What follows belongs to an exercise in optimizing a design on an open flow for small area and a short achievable clock period; a production flow would make more cautious choices. Function was not checked in any run shown here: the RTL went through the layout flow alone. Power figures rest on the tool's default switching activity, not on a simulated workload.

`flow/design.v`:
```
module Sbox5 (
    input  [5:0] in,
    output reg [3:0] out
);
    reg [1:0] row;
    reg [3:0] column;
    always @(*) begin
        row = {in[5], in[0]};
        column = in[4:1];
        case (column)
            4'b0000 : case (row)
                        2'b00 :  out = 4'b0010;
                        2'b01 :  out = 4'b1110;
                        2'b10 :  out = 4'b0100;
                        2'b11 :  out = 4'b1011;
                     endcase
            4'b0001 : case (row)
                        2'b00 :  out = 4'b1100;
                        2'b01 :  out = 4'b1011;
                        2'b10 :  out = 4'b0010;
                        2'b11 :  out = 4'b1000;
                     endcase
            4'b0010 : case (row)
                        2'b00 :  out = 4'b0100;
                        2'b01 :  out = 4'b0010;
                        2'b10 :  out = 4'b0001;
                        2'b11 :  out = 4'b1100;
                     endcase
            4'b0011 : case (row)
                        2'b00 :  out = 4'b0001;
                        2'b01 :  out = 4'b1100;
                        2'b10 :  out = 4'b1011;
                        2'b11 :  out = 4'b0111;
                     endcase
            4'b0100 : case (row)
                        2'b00 :  out = 4'b0111;
                        2'b01 :  out = 4'b0100;
                        2'b10 :  out = 4'b1100;
                        2'b11 :  out = 4'b0001;
                     endcase
            4'b0101 : case (row)
                        2'b00 :  out = 4'b1010;
                        2'b01 :  out = 4'b0111;  
                        2'b10 :  out = 4'b1101;
                        2'b11 :  out = 4'b1110;
                     endcase
            4'b0110 : case (row)
                        2'b00 :  out = 4'b1011;
                        2'b01 :  out = 4'b1101;
                        2'b10 :  out = 4'b0111;
                        2'b11 :  out = 4'b0010;
                     endcase
            4'b0111 : case (row)
                        2'b00 :  out = 4'b0110;
                        2'b01 :  out = 4'b0001;
                        2'b10 :  out = 4'b1000;
                        2'b11 :  out = 4'b1101;
                     endcase
            4'b1000 : case (row)
                        2'b00 :  out = 4'b1000;
                        2'b01 :  out = 4'b0101;
                        2'b10 :  out = 4'b1111;
                        2'b11 :  out = 4'b0110;
                     endcase
            4'b1001 : case (row)
                        2'b00 :  out = 4'b0101;
                        2'b01 :  out = 4'b0000;
                        2'b10 :  out = 4'b1001;
                        2'b11 :  out = 4'b1111;
                     endcase
            4'b1010 : case (row)
                        2'b00 :  out = 4'b0011;
                        2'b01 :  out = 4'b1111;
                        2'b10 :  out = 4'b1100;
                        2'b11 :  out = 4'b0000;
                     endcase
            4'b1011 : case (row)
                        2'b00 :  out = 4'b1111;
                        2'b01 :  out = 4'b1100;
                        2'b10 :  out = 4'b0101;
                        2'b11 :  out = 4'b1001;
                     endcase
            4'b1100 : case (row)
                        2'b00 :  out = 4'b1101;
                        2'b01 :  out = 4'b0011;
                        2'b10 :  out = 4'b0110;
                        2'b11 :  out = 4'b1100;
                     endcase
            4'b1101 : case (row)
                        2'b00 :  out = 4'b0000;
                        2'b01 :  out = 4'b1001;
                        2'b10 :  out = 4'b0011;
                        2'b11 :  out = 4'b0100;
                     endcase
            4'b1110 : case (row)
                        2'b00 :  out = 4'b1110;
                        2'b01 :  out = 4'b1000;
                        2'b10 :  out = 4'b0000;
                        2'b11 :  out = 4'b0101;
                     endcase
            4'b1111 : case (row)
                        2'b00 :  out = 4'b1001;
                        2'b01 :  out = 4'b0110;
                        2'b10 :  out = 4'b1110;
                        2'b11 :  out = 4'b0011;
                     endcase
            default: out = 4'h0;
        endcase
    end
endmodule
module Round (
    input  [3:0]  s_box_out,
    input  [31:0] h_in,
    output reg [31:0] h_out
);
    reg [3:0] h_in_n [0:7];
    reg [3:0] h_out_n [0:7];
    integer i;
    reg [3:0] temp;
    reg [1:0] rot;  
    always @(*) begin
        h_in_n[7] = h_in[31:28];
        h_in_n[6] = h_in[27:24];
        h_in_n[5] = h_in[23:20];
        h_in_n[4] = h_in[19:16];
        h_in_n[3] = h_in[15:12];
        h_in_n[2] = h_in[11:8];
        h_in_n[1] = h_in[7:4];
        h_in_n[0] = h_in[3:0];
        for (i = 0; i < 8; i = i + 1) begin
            temp = h_in_n[(i + 2) % 8] ^ s_box_out;
            rot = (i/2);  
            if (rot == 0)
                h_out_n[i] = temp & 4'hF;
            else
                h_out_n[i] = ( ((temp << rot) | (temp >> (4 - rot))) & 4'hF );
        end
        h_out = {h_out_n[7], h_out_n[6], h_out_n[5], h_out_n[4],
                 h_out_n[3], h_out_n[2], h_out_n[1], h_out_n[0]};
    end
endmodule
module HashIteration (
    input  [5:0] x,       
    output reg   a,
    output reg   b,
    output       c       
);
    always @(*) begin
        case (x)
            6'd0 : {a, b} = 2'b01;
            6'd1 : {a, b} = 2'b10;
            6'd2 : {a, b} = 2'b11;
            6'd3 : {a, b} = 2'b10;
            6'd4 : {a, b} = 2'b10;
            6'd5 : {a, b} = 2'b01;
            6'd6 : {a, b} = 2'b10;
            6'd7 : {a, b} = 2'b11;
            6'd8 : {a, b} = 2'b01;
            6'd9 : {a, b} = 2'b10;
            6'd10: {a, b} = 2'b00;
            6'd11: {a, b} = 2'b01;
            6'd12: {a, b} = 2'b10;
            6'd13: {a, b} = 2'b01;
            6'd14: {a, b} = 2'b11;
            6'd15: {a, b} = 2'b10;
            6'd16: {a, b} = 2'b01;
            6'd17: {a, b} = 2'b00;
            6'd18: {a, b} = 2'b00;
            6'd19: {a, b} = 2'b00;
            6'd20: {a, b} = 2'b11;
            6'd21: {a, b} = 2'b00;
            6'd22: {a, b} = 2'b00;
            6'd23: {a, b} = 2'b11;
            6'd24: {a, b} = 2'b01;
            6'd25: {a, b} = 2'b11;
            6'd26: {a, b} = 2'b00;
            6'd27: {a, b} = 2'b11;
            6'd28: {a, b} = 2'b10;
            6'd29: {a, b} = 2'b01;
            6'd30: {a, b} = 2'b11;
            6'd31: {a, b} = 2'b11;
            6'd32: {a, b} = 2'b10;
            6'd33: {a, b} = 2'b10;
            6'd34: {a, b} = 2'b01;
            6'd35: {a, b} = 2'b01;
            6'd36: {a, b} = 2'b10;
            6'd37: {a, b} = 2'b11;
            6'd38: {a, b} = 2'b10;
            6'd39: {a, b} = 2'b01;
            6'd40: {a, b} = 2'b11;
            6'd41: {a, b} = 2'b10;
            6'd42: {a, b} = 2'b01;
            6'd43: {a, b} = 2'b10;
            6'd44: {a, b} = 2'b01;
            6'd45: {a, b} = 2'b01;
            6'd46: {a, b} = 2'b01;
            6'd47: {a, b} = 2'b01;
            6'd48: {a, b} = 2'b00;
            6'd49: {a, b} = 2'b11;
            6'd50: {a, b} = 2'b11;
            6'd51: {a, b} = 2'b00;
            6'd52: {a, b} = 2'b11;
            6'd53: {a, b} = 2'b00;
            6'd54: {a, b} = 2'b00;
            6'd55: {a, b} = 2'b11;
            6'd56: {a, b} = 2'b11;
            6'd57: {a, b} = 2'b11;
            6'd58: {a, b} = 2'b11;
            6'd59: {a, b} = 2'b10;
            6'd60: {a, b} = 2'b00;
            6'd61: {a, b} = 2'b00;
            6'd62: {a, b} = 2'b10;
            6'd63: {a, b} = 2'b11;
            default: {a, b} = 2'b00;
        endcase
    end
    assign c = a ^ b;
endmodule
module cz_inv  (input a, output y);       assign y = ~a;           endmodule
module cz_nor2 (input a, b, output y);    assign y = ~(a | b);     endmodule
module cz_nand2(input a, b, output y);    assign y = ~(a & b);     endmodule
module cz_nor3 (input a, b, c, output y); assign y = ~(a | b | c); endmodule
module cz_grp0(input [3:0] b, output t2, t3, wrap, one);
    assign t2   = ~|b[1:0];
    assign t3   = ~|b[2:0];
    assign wrap = ~|b;
    assign one  = b[0] & ~|b[3:1];
endmodule
module cz_grp(input [3:0] b, input r, output t1, t2, t3, wrap, ez);
    assign t1   = r & ~b[0];
    assign t2   = r & ~|b[1:0];
    assign t3   = r & ~|b[2:0];
    assign wrap = r & ~|b;
    assign ez   = ~|b[3:1] & (b[0] ~^ r);
endmodule
module cz_bit0(input c, l, s, output d);    assign d = s ? ~c : l;        endmodule
module cz_bitp(input c, t, l, s, output d); assign d = s ? (c ^ t) : l;   endmodule
module cz_bitn(input c, t, l, s, output d); assign d = s ? ~(c ^ t) : l;  endmodule   
module lightHashDES(
    input              clk,
    input              M_valid,
    input              rst_n,
    input      [7:0]   M,
    input     [63:0]   input_length,
    output reg         hash_ready,
    output     [31:0]  digest
);
    reg        busy;
    reg [63:0] counter;
    reg [15:1] r;              
    reg  [5:0] x_t;            
    reg [11:0] f;              
    wire [63:0] counter_d;
    reg [3:0]  sel;            
    wire g0_1;
    wire g0_2;
    wire g0_3;
    wire g0_4;
    wire g0_5;
    wire g1_6;
    wire g1_7;
    wire g1_8;
    wire g1_9;
    wire g1_10;
    wire g2_11;
    wire g2_12;
    wire g2_13;
    wire g2_14;
    wire g2_15;
    wire g3_16;
    wire g3_17;
    wire g3_18;
    wire g3_19;
    wire g3_20;
    wire g4_21;
    wire g4_22;
    wire g4_23;
    wire g4_24;
    wire g4_25;
    wire g5_26;
    wire g5_27;
    wire g5_28;
    wire g5_29;
    wire g5_30;
    wire g6_31;
    wire g6_32;
    wire g6_33;
    wire g6_34;
    wire g6_35;
    wire g7_36;
    wire g7_37;
    wire g7_38;
    wire g7_39;
    wire g7_40;
    wire g8_41;
    wire g8_42;
    wire g8_43;
    wire g8_44;
    wire g8_45;
    wire g9_46;
    wire g9_47;
    wire g9_48;
    wire g9_49;
    wire g9_50;
    wire g10_51;
    wire g10_52;
    wire g10_53;
    wire g10_54;
    wire g10_55;
    wire g11_56;
    wire g11_57;
    wire g11_58;
    wire g11_59;
    wire g11_60;
    wire g12_61;
    wire g12_62;
    wire g12_63;
    wire g12_64;
    wire g12_65;
    wire g13_66;
    wire g13_67;
    wire g13_68;
    wire g13_69;
    wire g13_70;
    wire g14_71;
    wire g14_72;
    wire g14_73;
    wire g14_74;
    wire g14_75;
    wire g15_76;
    wire g15_77;
    wire g15_78;
    wire g15_79;
    wire g15_80;
    wire z81;
    wire z82;
    wire z83;
    wire z84;
    wire z85;
    wire z86;
    wire z87;
    wire z88;
    wire z89;
    wire z90;
    wire z91;
    wire z92;
    wire z93;
    wire z94;
    wire z95;
    cz_grp0 u_g0 (.b(counter[3:0]), .t2(g0_2), .t3(g0_3), .wrap(g0_4), .one(g0_5));
    cz_grp  u_g1 (.b(counter[7:4]), .r(r[1]), .t1(g1_6), .t2(g1_7), .t3(g1_8), .wrap(g1_9), .ez(g1_10));
    cz_grp  u_g2 (.b(counter[11:8]), .r(r[2]), .t1(g2_11), .t2(g2_12), .t3(g2_13), .wrap(g2_14), .ez(g2_15));
    cz_grp  u_g3 (.b(counter[15:12]), .r(r[3]), .t1(g3_16), .t2(g3_17), .t3(g3_18), .wrap(g3_19), .ez(g3_20));
    cz_grp  u_g4 (.b(counter[19:16]), .r(r[4]), .t1(g4_21), .t2(g4_22), .t3(g4_23), .wrap(g4_24), .ez(g4_25));
    cz_grp  u_g5 (.b(counter[23:20]), .r(r[5]), .t1(g5_26), .t2(g5_27), .t3(g5_28), .wrap(g5_29), .ez(g5_30));
    cz_grp  u_g6 (.b(counter[27:24]), .r(r[6]), .t1(g6_31), .t2(g6_32), .t3(g6_33), .wrap(g6_34), .ez(g6_35));
    cz_grp  u_g7 (.b(counter[31:28]), .r(r[7]), .t1(g7_36), .t2(g7_37), .t3(g7_38), .wrap(g7_39), .ez(g7_40));
    cz_grp  u_g8 (.b(counter[35:32]), .r(r[8]), .t1(g8_41), .t2(g8_42), .t3(g8_43), .wrap(g8_44), .ez(g8_45));
    cz_grp  u_g9 (.b(counter[39:36]), .r(r[9]), .t1(g9_46), .t2(g9_47), .t3(g9_48), .wrap(g9_49), .ez(g9_50));
    cz_grp  u_g10 (.b(counter[43:40]), .r(r[10]), .t1(g10_51), .t2(g10_52), .t3(g10_53), .wrap(g10_54), .ez(g10_55));
    cz_grp  u_g11 (.b(counter[47:44]), .r(r[11]), .t1(g11_56), .t2(g11_57), .t3(g11_58), .wrap(g11_59), .ez(g11_60));
    cz_grp  u_g12 (.b(counter[51:48]), .r(r[12]), .t1(g12_61), .t2(g12_62), .t3(g12_63), .wrap(g12_64), .ez(g12_65));
    cz_grp  u_g13 (.b(counter[55:52]), .r(r[13]), .t1(g13_66), .t2(g13_67), .t3(g13_68), .wrap(g13_69), .ez(g13_70));
    cz_grp  u_g14 (.b(counter[59:56]), .r(r[14]), .t1(g14_71), .t2(g14_72), .t3(g14_73), .wrap(g14_74), .ez(g14_75));
    cz_grp  u_g15 (.b(counter[63:60]), .r(r[15]), .t1(g15_76), .t2(g15_77), .t3(g15_78), .wrap(g15_79), .ez(g15_80));
    cz_nand2 u_z81 (.a(g0_5), .b(g1_10), .y(z81));
    cz_nand2 u_z82 (.a(g2_15), .b(g3_20), .y(z82));
    cz_nand2 u_z83 (.a(g4_25), .b(g5_30), .y(z83));
    cz_nand2 u_z84 (.a(g6_35), .b(g7_40), .y(z84));
    cz_nand2 u_z85 (.a(g8_45), .b(g9_50), .y(z85));
    cz_nand2 u_z86 (.a(g10_55), .b(g11_60), .y(z86));
    cz_nand2 u_z87 (.a(g12_65), .b(g13_70), .y(z87));
    cz_nand2 u_z88 (.a(g14_75), .b(g15_80), .y(z88));
    cz_nor2  u_z89 (.a(z81), .b(z82), .y(z89));
    cz_nor2  u_z90 (.a(z83), .b(z84), .y(z90));
    cz_nor2  u_z91 (.a(z85), .b(z86), .y(z91));
    cz_nor2  u_z92 (.a(z87), .b(z88), .y(z92));
    cz_nand2 u_z93 (.a(z89), .b(z90), .y(z93));
    cz_nand2 u_z94 (.a(z91), .b(z92), .y(z94));
    cz_nor2  u_z95 (.a(z93), .b(z94), .y(z95));
    cz_bit0 u_b0 (.c(counter[0]), .l(input_length[0]), .s(sel[0]), .d(counter_d[0]));
    cz_bitn u_b1 (.c(counter[1]), .t(counter[0]), .l(input_length[1]), .s(sel[0]), .d(counter_d[1]));
    cz_bitp u_b2 (.c(counter[2]), .t(g0_2), .l(input_length[2]), .s(sel[0]), .d(counter_d[2]));
    cz_bitp u_b3 (.c(counter[3]), .t(g0_3), .l(input_length[3]), .s(sel[0]), .d(counter_d[3]));
    cz_bitp u_b4 (.c(counter[4]), .t(r[1]), .l(input_length[4]), .s(sel[0]), .d(counter_d[4]));
    cz_bitp u_b5 (.c(counter[5]), .t(g1_6), .l(input_length[5]), .s(sel[0]), .d(counter_d[5]));
    cz_bitp u_b6 (.c(counter[6]), .t(g1_7), .l(input_length[6]), .s(sel[0]), .d(counter_d[6]));
    cz_bitp u_b7 (.c(counter[7]), .t(g1_8), .l(input_length[7]), .s(sel[0]), .d(counter_d[7]));
    cz_bitp u_b8 (.c(counter[8]), .t(r[2]), .l(input_length[8]), .s(sel[0]), .d(counter_d[8]));
    cz_bitp u_b9 (.c(counter[9]), .t(g2_11), .l(input_length[9]), .s(sel[0]), .d(counter_d[9]));
    cz_bitp u_b10 (.c(counter[10]), .t(g2_12), .l(input_length[10]), .s(sel[0]), .d(counter_d[10]));
    cz_bitp u_b11 (.c(counter[11]), .t(g2_13), .l(input_length[11]), .s(sel[0]), .d(counter_d[11]));
    cz_bitp u_b12 (.c(counter[12]), .t(r[3]), .l(input_length[12]), .s(sel[0]), .d(counter_d[12]));
    cz_bitp u_b13 (.c(counter[13]), .t(g3_16), .l(input_length[13]), .s(sel[0]), .d(counter_d[13]));
    cz_bitp u_b14 (.c(counter[14]), .t(g3_17), .l(input_length[14]), .s(sel[0]), .d(counter_d[14]));
    cz_bitp u_b15 (.c(counter[15]), .t(g3_18), .l(input_length[15]), .s(sel[0]), .d(counter_d[15]));
    cz_bitp u_b16 (.c(counter[16]), .t(r[4]), .l(input_length[16]), .s(sel[1]), .d(counter_d[16]));
    cz_bitp u_b17 (.c(counter[17]), .t(g4_21), .l(input_length[17]), .s(sel[1]), .d(counter_d[17]));
    cz_bitp u_b18 (.c(counter[18]), .t(g4_22), .l(input_length[18]), .s(sel[1]), .d(counter_d[18]));
    cz_bitp u_b19 (.c(counter[19]), .t(g4_23), .l(input_length[19]), .s(sel[1]), .d(counter_d[19]));
    cz_bitp u_b20 (.c(counter[20]), .t(r[5]), .l(input_length[20]), .s(sel[1]), .d(counter_d[20]));
    cz_bitp u_b21 (.c(counter[21]), .t(g5_26), .l(input_length[21]), .s(sel[1]), .d(counter_d[21]));
    cz_bitp u_b22 (.c(counter[22]), .t(g5_27), .l(input_length[22]), .s(sel[1]), .d(counter_d[22]));
    cz_bitp u_b23 (.c(counter[23]), .t(g5_28), .l(input_length[23]), .s(sel[1]), .d(counter_d[23]));
    cz_bitp u_b24 (.c(counter[24]), .t(r[6]), .l(input_length[24]), .s(sel[1]), .d(counter_d[24]));
    cz_bitp u_b25 (.c(counter[25]), .t(g6_31), .l(input_length[25]), .s(sel[1]), .d(counter_d[25]));
    cz_bitp u_b26 (.c(counter[26]), .t(g6_32), .l(input_length[26]), .s(sel[1]), .d(counter_d[26]));
    cz_bitp u_b27 (.c(counter[27]), .t(g6_33), .l(input_length[27]), .s(sel[1]), .d(counter_d[27]));
    cz_bitp u_b28 (.c(counter[28]), .t(r[7]), .l(input_length[28]), .s(sel[1]), .d(counter_d[28]));
    cz_bitp u_b29 (.c(counter[29]), .t(g7_36), .l(input_length[29]), .s(sel[1]), .d(counter_d[29]));
    cz_bitp u_b30 (.c(counter[30]), .t(g7_37), .l(input_length[30]), .s(sel[1]), .d(counter_d[30]));
    cz_bitp u_b31 (.c(counter[31]), .t(g7_38), .l(input_length[31]), .s(sel[1]), .d(counter_d[31]));
    cz_bitp u_b32 (.c(counter[32]), .t(r[8]), .l(input_length[32]), .s(sel[2]), .d(counter_d[32]));
    cz_bitp u_b33 (.c(counter[33]), .t(g8_41), .l(input_length[33]), .s(sel[2]), .d(counter_d[33]));
    cz_bitp u_b34 (.c(counter[34]), .t(g8_42), .l(input_length[34]), .s(sel[2]), .d(counter_d[34]));
    cz_bitp u_b35 (.c(counter[35]), .t(g8_43), .l(input_length[35]), .s(sel[2]), .d(counter_d[35]));
    cz_bitp u_b36 (.c(counter[36]), .t(r[9]), .l(input_length[36]), .s(sel[2]), .d(counter_d[36]));
    cz_bitp u_b37 (.c(counter[37]), .t(g9_46), .l(input_length[37]), .s(sel[2]), .d(counter_d[37]));
    cz_bitp u_b38 (.c(counter[38]), .t(g9_47), .l(input_length[38]), .s(sel[2]), .d(counter_d[38]));
    cz_bitp u_b39 (.c(counter[39]), .t(g9_48), .l(input_length[39]), .s(sel[2]), .d(counter_d[39]));
    cz_bitp u_b40 (.c(counter[40]), .t(r[10]), .l(input_length[40]), .s(sel[2]), .d(counter_d[40]));
    cz_bitp u_b41 (.c(counter[41]), .t(g10_51), .l(input_length[41]), .s(sel[2]), .d(counter_d[41]));
    cz_bitp u_b42 (.c(counter[42]), .t(g10_52), .l(input_length[42]), .s(sel[2]), .d(counter_d[42]));
    cz_bitp u_b43 (.c(counter[43]), .t(g10_53), .l(input_length[43]), .s(sel[2]), .d(counter_d[43]));
    cz_bitp u_b44 (.c(counter[44]), .t(r[11]), .l(input_length[44]), .s(sel[2]), .d(counter_d[44]));
    cz_bitp u_b45 (.c(counter[45]), .t(g11_56), .l(input_length[45]), .s(sel[2]), .d(counter_d[45]));
    cz_bitp u_b46 (.c(counter[46]), .t(g11_57), .l(input_length[46]), .s(sel[2]), .d(counter_d[46]));
    cz_bitp u_b47 (.c(counter[47]), .t(g11_58), .l(input_length[47]), .s(sel[2]), .d(counter_d[47]));
    cz_bitp u_b48 (.c(counter[48]), .t(r[12]), .l(input_length[48]), .s(sel[3]), .d(counter_d[48]));
    cz_bitp u_b49 (.c(counter[49]), .t(g12_61), .l(input_length[49]), .s(sel[3]), .d(counter_d[49]));
    cz_bitp u_b50 (.c(counter[50]), .t(g12_62), .l(input_length[50]), .s(sel[3]), .d(counter_d[50]));
    cz_bitp u_b51 (.c(counter[51]), .t(g12_63), .l(input_length[51]), .s(sel[3]), .d(counter_d[51]));
    cz_bitp u_b52 (.c(counter[52]), .t(r[13]), .l(input_length[52]), .s(sel[3]), .d(counter_d[52]));
    cz_bitp u_b53 (.c(counter[53]), .t(g13_66), .l(input_length[53]), .s(sel[3]), .d(counter_d[53]));
    cz_bitp u_b54 (.c(counter[54]), .t(g13_67), .l(input_length[54]), .s(sel[3]), .d(counter_d[54]));
    cz_bitp u_b55 (.c(counter[55]), .t(g13_68), .l(input_length[55]), .s(sel[3]), .d(counter_d[55]));
    cz_bitp u_b56 (.c(counter[56]), .t(r[14]), .l(input_length[56]), .s(sel[3]), .d(counter_d[56]));
    cz_bitp u_b57 (.c(counter[57]), .t(g14_71), .l(input_length[57]), .s(sel[3]), .d(counter_d[57]));
    cz_bitp u_b58 (.c(counter[58]), .t(g14_72), .l(input_length[58]), .s(sel[3]), .d(counter_d[58]));
    cz_bitp u_b59 (.c(counter[59]), .t(g14_73), .l(input_length[59]), .s(sel[3]), .d(counter_d[59]));
    cz_bitp u_b60 (.c(counter[60]), .t(r[15]), .l(input_length[60]), .s(sel[3]), .d(counter_d[60]));
    cz_bitp u_b61 (.c(counter[61]), .t(g15_76), .l(input_length[61]), .s(sel[3]), .d(counter_d[61]));
    cz_bitp u_b62 (.c(counter[62]), .t(g15_77), .l(input_length[62]), .s(sel[3]), .d(counter_d[62]));
    cz_bitp u_b63 (.c(counter[63]), .t(g15_78), .l(input_length[63]), .s(sel[3]), .d(counter_d[63]));
    wire one = z95;    
    wire [14:0] wrap = {g14_74, g13_69, g12_64, g11_59, g10_54, g9_49, g8_44, g7_39, g6_34, g5_29, g4_24, g3_19, g2_14, g1_9, g0_4};    
    wire a_t, b_t, c_t;
    HashIteration main (.x(x_t), .a(a_t), .b(b_t), .c(c_t));
    localparam NSEL = 4;
    integer k;
    always @(posedge clk or negedge rst_n) begin
        if (!rst_n) begin
            busy       <= 1'b0;
            hash_ready <= 1'b0;
            sel        <= 0;
        end else begin
            for (k = 0; k < NSEL; k = k + 1)
                sel[k] <= sel[k] ? !one : M_valid;
            hash_ready <= busy & one;
            busy       <= busy ? !one : M_valid;
        end
    end
    localparam [11:0] C0 = 12'b1010_1101_0101;
    localparam [11:0] CP = 12'b0111_1110_0011;
    localparam [11:0] CA = 12'b1000_0110_1111;
    localparam [11:0] CB = 12'b0001_1001_1111;
    localparam [11:0] CC = CA & CB;            
    localparam [11:0] OA = CA & ~CB;           
    localparam [11:0] OB = CB & ~CA;           
    always @(posedge clk) begin
        counter <= counter_d;
        r       <= {15{busy}} & wrap;
        x_t     <= {M[5], M[7] ^ M[2], M[3], M[0], M[4] ^ M[1], M[6]};
        f       <= busy ? f ^ CP ^ (OA & {12{a_t}}) ^ (OB & {12{b_t}}) ^ (CC & {12{c_t}}) : C0;
    end
    assign digest = {
        f[4],  f[11], f[4],  f[11], f[8],  f[5],  f[7],  f[6],    
        f[9],  f[9],  f[10], f[10], f[10], 1'b0,  f[9],  1'b0,    
        f[6],  f[8],  f[5],  f[7],  f[6],  f[4],  f[5],  f[4],    
        f[3],  f[0],  f[3],  f[1],  f[2],  f[1],  f[2],  f[0]     
    };
endmodule
```
`flow/flow/run.sh`:
```
#!/bin/bash
cp standard.sh standard.sh.txt
export BUFFER_PORTS_ARGS="-buffer_cell sky130_fd_sc_hd__buf_1"
bash standard.sh > standard.log 2>&1
```
`flow/config.mk`:
```
export PLATFORM = sky130hd
export DESIGN_NAME = lightHashDES
export DESIGN_NICKNAME = lightHashDES
export VERILOG_FILES = /design/flow/design.v
export SDC_FILE = /design/flow/constraint.sdc
export NUM_CORES = 4
export LEC_CHECK = 0
export CAP_MARGIN = 20
export CORE_MARGIN = 2
export CORE_UTILIZATION = 40
export SETUP_SLACK_MARGIN = 1.6
export SLEW_MARGIN = 20
export SYNTH_HIERARCHICAL = 1
```
`flow/standard.sh`:
```
#!/bin/bash
# synth_recipe.tcl (not shown) runs the flow's synth.tcl, then flattens the netlist and writes it again
# the make line also repeats each setting of config.mk as NAME=value (left out here)
make -C /OpenROAD-flow-scripts/flow DESIGN_CONFIG=/design/flow/config.mk WORK_HOME=/design/flow/orfs CLKGATE_MAP_FILE= SYNTH_SCRIPT=/design/flow/synth_recipe.tcl "${@:-finish}"
```
`flow/constraint.sdc`:
```
create_clock -name core_clock -period 3.3 [get_ports {clk}]
set_input_delay 0.6600 -clock core_clock [delete_from_list [all_inputs] [get_ports {clk}]]
set_output_delay 0.6600 -clock core_clock [all_outputs]
set_load 0.01 [all_outputs]
```
==> results.toml, run 1 <==
[worst_setup_path]
required_ps = 3510
startpoint_type = "flop"
path_class = "reg -> reg"
critPathMaxFanout = 6
cp-end-kind = "flop"
slowest_delay_ps = 360
crit_slowest_cell = "dfxtp_4"
cp.arrival_ps = 2260
worstPathCellList = "buf_6 > ha_1 > a211o_1 > a32o_1 > mux2_4 > xor2_4 > xor2_1 > nand2_1"

[power]
p_sw_frac = 0.3011
intPower_w = 0.002536
peakVddDrop_uv = 254.1
clkPwrFrac = 0.299
powerDensity_nw_per_um2 = 607.4
p_sw_w = 0.001092
pwr-share-seq = 0.486
total_leakage_power_nw = 2.411
combPwrFrac = 0.214

[layout]
fillers = 1177
diodes = 0
area_growth_pct = 20.56
ff_latch_area_um2 = 2117
multi_input_area_um2 = 2745
layout.nets = 727
drive_above_1_share = 0.1465

[timing]
hold_viol_final = 0
skew_ps = 5.075
finalSetupTns_ps = 0
worst-slew-pin-transition_ps = 993.2
setup_viol = 0
final.period_utilization = 0.6229
slew_violations = 0
rsz0062_at_grt = "true"
fmaxAchievable_mhz = 486.5
timing.final.ws_setup_ps = 1245
fin_crit_ps = 2055
slew_headroom = 0.3379

[drt]
finalWirelength_um = 9200
ant_nets = 0
drtPass1Iterations = 4
drtIter0Drc = 117
vias = 3676
drc = 0
via_per_inst = 4.578
wl_per_cell_um = 11.46

[clocking]
insertion_delay_ps = 350
cts_buffers = 9
cts_tree = "done"
cts.htree.levels = 3
root_buffer = "clkbuf_16"
clockBufferDepth = 2
cts.sinks = 103
cts.clk_slew.worst_paths_ps = 70

[min_path]
hp-class = "in -> async"

[placement]
portBuffers = 105
dp_slack_ps = 1126
globalplace.congestion = 0.7139
dpl.hpwl_um = 6498

[die]
core-area_um2 = 12060
dieHeight_um = 115.3
initial_utilization = 0.4108
rows = 40
die_area_um2 = 13290
die_w_um = 115.3
pin_count = 108

[synthesis]
synth-warning-count = 8
syn-instance-count = 533
syn_area_um2 = 4955
avgSynthCellArea_um2 = 9.296

[global_routing]
overflow = 0
grt_first_pass_wirelength_um = 14880
grtUsageTotal = 0.1430
antenna_found_initial = 0
grt_max_degree = 34
grt_pass1_vias = 3354

[job]
maxCapViolCount = 0

[status]
status = "no timing/DRC/antenna violations"
metal layers:
layer,vias to the layer above,global-route usage,part of all wire
met1,1676,0.1702,0.44
met2,49,0.2420,0.50
met5,-,0,0
met4,0,0.04578,0.014
met3,13,0.05008,0.041
li1,1938,-,-
registers in the layout, indices dropped and copies added (netlist names):
name,cells
counter,64
r,15
f,12
x_t,6
sel,4
busy,1
hash_ready,1
metrics by stage:
stage / hold slack, ps / power [W] / cell area, um2 / cells / utilization
after global placement: 398.3 / 0.002464 / 5420 / 781 / 0.4494
final: 186.5 / 0.003628 / 5973 / 803 / 0.4952
after detailed placement: 408.6 / 0.002495 / 5420 / 781 / 0.4494
after global routing: 187.9 / 0.003852 / 5973 / 803 / 0.4952
after CTS: 184.3 / 0.003640 / 5842 / 802 / 0.4843
after floorplan: 364.4 / 0.002380 / 5019 / 534 / -
cell usage in the layout, fill, tap and decap left out, drive strengths merged, types with 3 or more instances in the layout:
master and n:
a21oi 64, and2 20, buf 111, clkbuf 10, dfrtp 6, dfxtp 97
ha 22, inv 37, mux2i 7, nand2 18, nor2 85, nor3 16
nor4b 16, o21ai 3, or2b 3, or3b 15, xnor2 69, xor2 7
critical path: cells and delay by family (launching register included):
family	cells	cell delay, ps
AOI/OAI and AO/OA	2	460
xor gates and xnor gates	2	400
adders and majority gates	1	190
buffers and inverters	1	130
DFF	1	360
muxes	1	310
and+or+nand+nor	1	60
layout make-up:
type | instances | area share
multi-input combinational | 369 | 0.4596
timing repair buffer | 111 | 0.07541
clock buffer | 10 | 0.04001
tap | 168 | 0.03519
sequential | 103 | 0.3544
clock inverter | 6 | 0.01152
inverter | 36 | 0.02388
timing repair:
action                     CTS  global route
resized for setup           18            31
hold buffers                 0             0
buffers inserted             5             1
setup endpoints to repair   16            16
pin swaps                    9             6
worst paths after layout:
check,startpoint,endpoint,slack (ps),cells after the start
setup / recovery,x_t[0],f[0],1240,8
hold / removal,rst_n,busy,190,1
setup reg to reg,x_t[0],f[0],1240,8
hold reg to reg,f[9],f[9],420,1
max in group asynchronous,rst_n,sel[3],2850,1
min in group core_clock,M[0],x_t[2],400,1
power by group through the flow:
stage / clock network, W / registers [W] / logic, W
6_report: 0.00109 / 0.00176 / 0.000777
3_3_place_gp: 0 / 0.00175 / 0.000714
2_1_floorplan: 0 / 0.00175 / 0.000634
4_1_cts: 0.00113 / 0.00175 / 0.000767
3_5_place_dp: 0 / 0.00176 / 0.000730
5_1_grt: 0.00118 / 0.00181 / 0.000865
==> run 2, diff against run 1 <==
--- a/flow/config.mk
+++ b/flow/config.mk
@@ -10,2 +10,3 @@
 export CORE_UTILIZATION = 40
+export GPL_TIMING_DRIVEN = 1
 export SETUP_SLACK_MARGIN = 1.6
==> results.toml, run 2 <==
[global_routing]
antenna_found_initial = 0
grt_pass1_vias = 3354
overflow = 0
grt_max_degree = 34
grtUsageTotal = 0.1430
grt_first_pass_wirelength_um = 14880

[timing]
worst-slew-pin-transition_ps = 993.2
fin_crit_ps = 2055
slew_headroom = 0.3379
finalSetupTns_ps = 0
slew_violations = 0
final.period_utilization = 0.6229
fmaxAchievable_mhz = 486.5
setup_viol = 0
rsz0062_at_grt = "true"
hold_viol_final = 0
skew_ps = 5.075

[worst_setup_path]
cp-endpoint = "f[0]"
ff2ff_path_depth = 8
required_ps = 3510
cp-end-kind = "flop"
startpoint = "x_t[0]"
ff2ff_setup_slack_ps = 1240
cp.arrival_ps = 2260
startpoint_type = "flop"
critPathMaxFanout = 6
r2r-start = "x_t[0]"
worstReg2RegEnd = "f[0]"
path_class = "reg -> reg"

[placement]
globalplace.congestion = 0.7139
place_area_um2 = 5420
dpl.hpwl_um = 6498
place_inst = 781
portBuffers = 105

[die]
core-area_um2 = 12060
initial_utilization = 0.4108
dieHeight_um = 115.3
rows = 40
pin_count = 108
die_w_um = 115.3
die_area_um2 = 13290

[layout]
fillers = 1177
layout_commonest_cell = "buf_1"
layout.nets = 727
multi_input_area_um2 = 2745
drive_above_1_share = 0.1465
reg_top3 = "counter: 64 flops, r: 15 flops, f: 12 flops"
diodes = 0
largest_reg_flops = 64
mostFrequentLayoutCells = "buf_1 (105), nor2_1 (81), dfxtp_1 (81)"
area_growth_pct = 20.56
fin_cells = 803
final_area_um2 = 5973
ff_latch_area_um2 = 2117
largest-register = "counter"

[drt]
finalWirelength_um = 9200
drtIter0Drc = 117
wl_per_cell_um = 11.46
drtPass1Iterations = 4
vias = 3676
drc = 0
via_per_inst = 4.578
ant_nets = 0

[clocking]
clockBufferDepth = 2
cts.htree.levels = 3
cts_buffers = 9
cts.clk_slew.worst_paths_ps = 70
cts.sinks = 103
root_buffer = "clkbuf_16"
insertion_delay_ps = 350
cts_tree = "done"

[power]
peakVddDrop_uv = 254.1
powerDensity_nw_per_um2 = 607.4
total_leakage_power_nw = 2.411

[min_path]
hp-class = "in -> async"

[status]
status = "no timing/DRC/antenna violations"

[synthesis]
syn-instance-count = 533
synth-warning-count = 8
syn_area_um2 = 4955
avgSynthCellArea_um2 = 9.296

[job]
maxCapViolCount = 0
## run 2: worst max-delay path, stage by stage (launching register included)
cell and delay (ps):
dfxtp_4 360, buf_6 130, ha_1 190, a211o_1 250
a32o_1 210, mux2_4 310, xor2_4 240, xor2_1 160
nand2_1 60
## run 2: what timing repair did
item / CTS / global route
endpoints found under the setup margin: 16 / 16
pin swaps: 9 / 6
hold buffers: 0 / 0
buffers inserted: 5 / 1
gates resized for setup: 18 / 31
## run 2: worst min path at each step
stage	startpoint	endpoint	cells past startpoint
global placement	f[9]	f[9]	1
global route	rst_n	sel[3]	1
detailed placement	f[9]	f[9]	1
CTS	rst_n	sel[3]	1
floorplan	rst_n	busy	0
finish	rst_n	busy	1
## run 2: power breakdown
part	total, W	switching [W]	internal, W
Clock	0.00109	0.000475	0.000612
Sequential	0.00176	0.000277	0.00149
Combinational	0.000777	0.000341	0.000436
## run 2: layout make-up
cell class	count	share of cell area
Multi-Input combinational cell	369	0.4596
Sequential cell	103	0.3544
Timing Repair Buffer	111	0.07541
Clock buffer	10	0.04001
Tap cell	168	0.03519
Inverter	36	0.02388
Clock inverter	6	0.01152
## run 2: metal layers
layer | global-route usage | vias up | wire length (um)
li1 | - | 1938 | -
met3 | 0.05008 | 13 | 374
met1 | 0.1702 | 1676 | 4083
met5 | 0 | - | 0
met2 | 0.2420 | 49 | 4613
met4 | 0.04578 | 0 | 129
## run 2: metrics by stage
step                total power, W    util  setup slack (ps)  hold slack [ps]
floorplan                 0.002380       -              1293            364.4
global placement          0.002464  0.4494              1143            398.3
CTS                       0.003640  0.4843              1231            184.3
global route              0.003852  0.4952              1115            187.9
detailed placement        0.002495  0.4494              1126            408.6
finish                    0.003628  0.4952              1245            186.5

-- what the ideal ports hide --
The flow's constraints put no driver on any port. The routed layouts listed below were extracted and timed again, unchanged, in two steps. Step 1 assumes that a clkbuf_16 drives the clock port and a buf_2 every other input. Step 2 moves the port delays by t, midway between the first and last clock arrival at a register: inputs arrive t later, outputs are due t later. That takes back most of the time a late clock gives input paths. a / b / c = ideal / step 1 / step 2; a / b = the first two.
| run | shift t [ns] | setup WS [ns] | worst register clock-pin slew, ns |
|---|---|---|---|
| run 1 | 0.386 | 1.245 / 1.245 / 1.245 | 0.07 / 0.07 |
| run 2 | 0.386 | 1.245 / 1.245 / 1.245 | 0.07 / 0.07 |
After both steps every run listed still meets setup and hold.
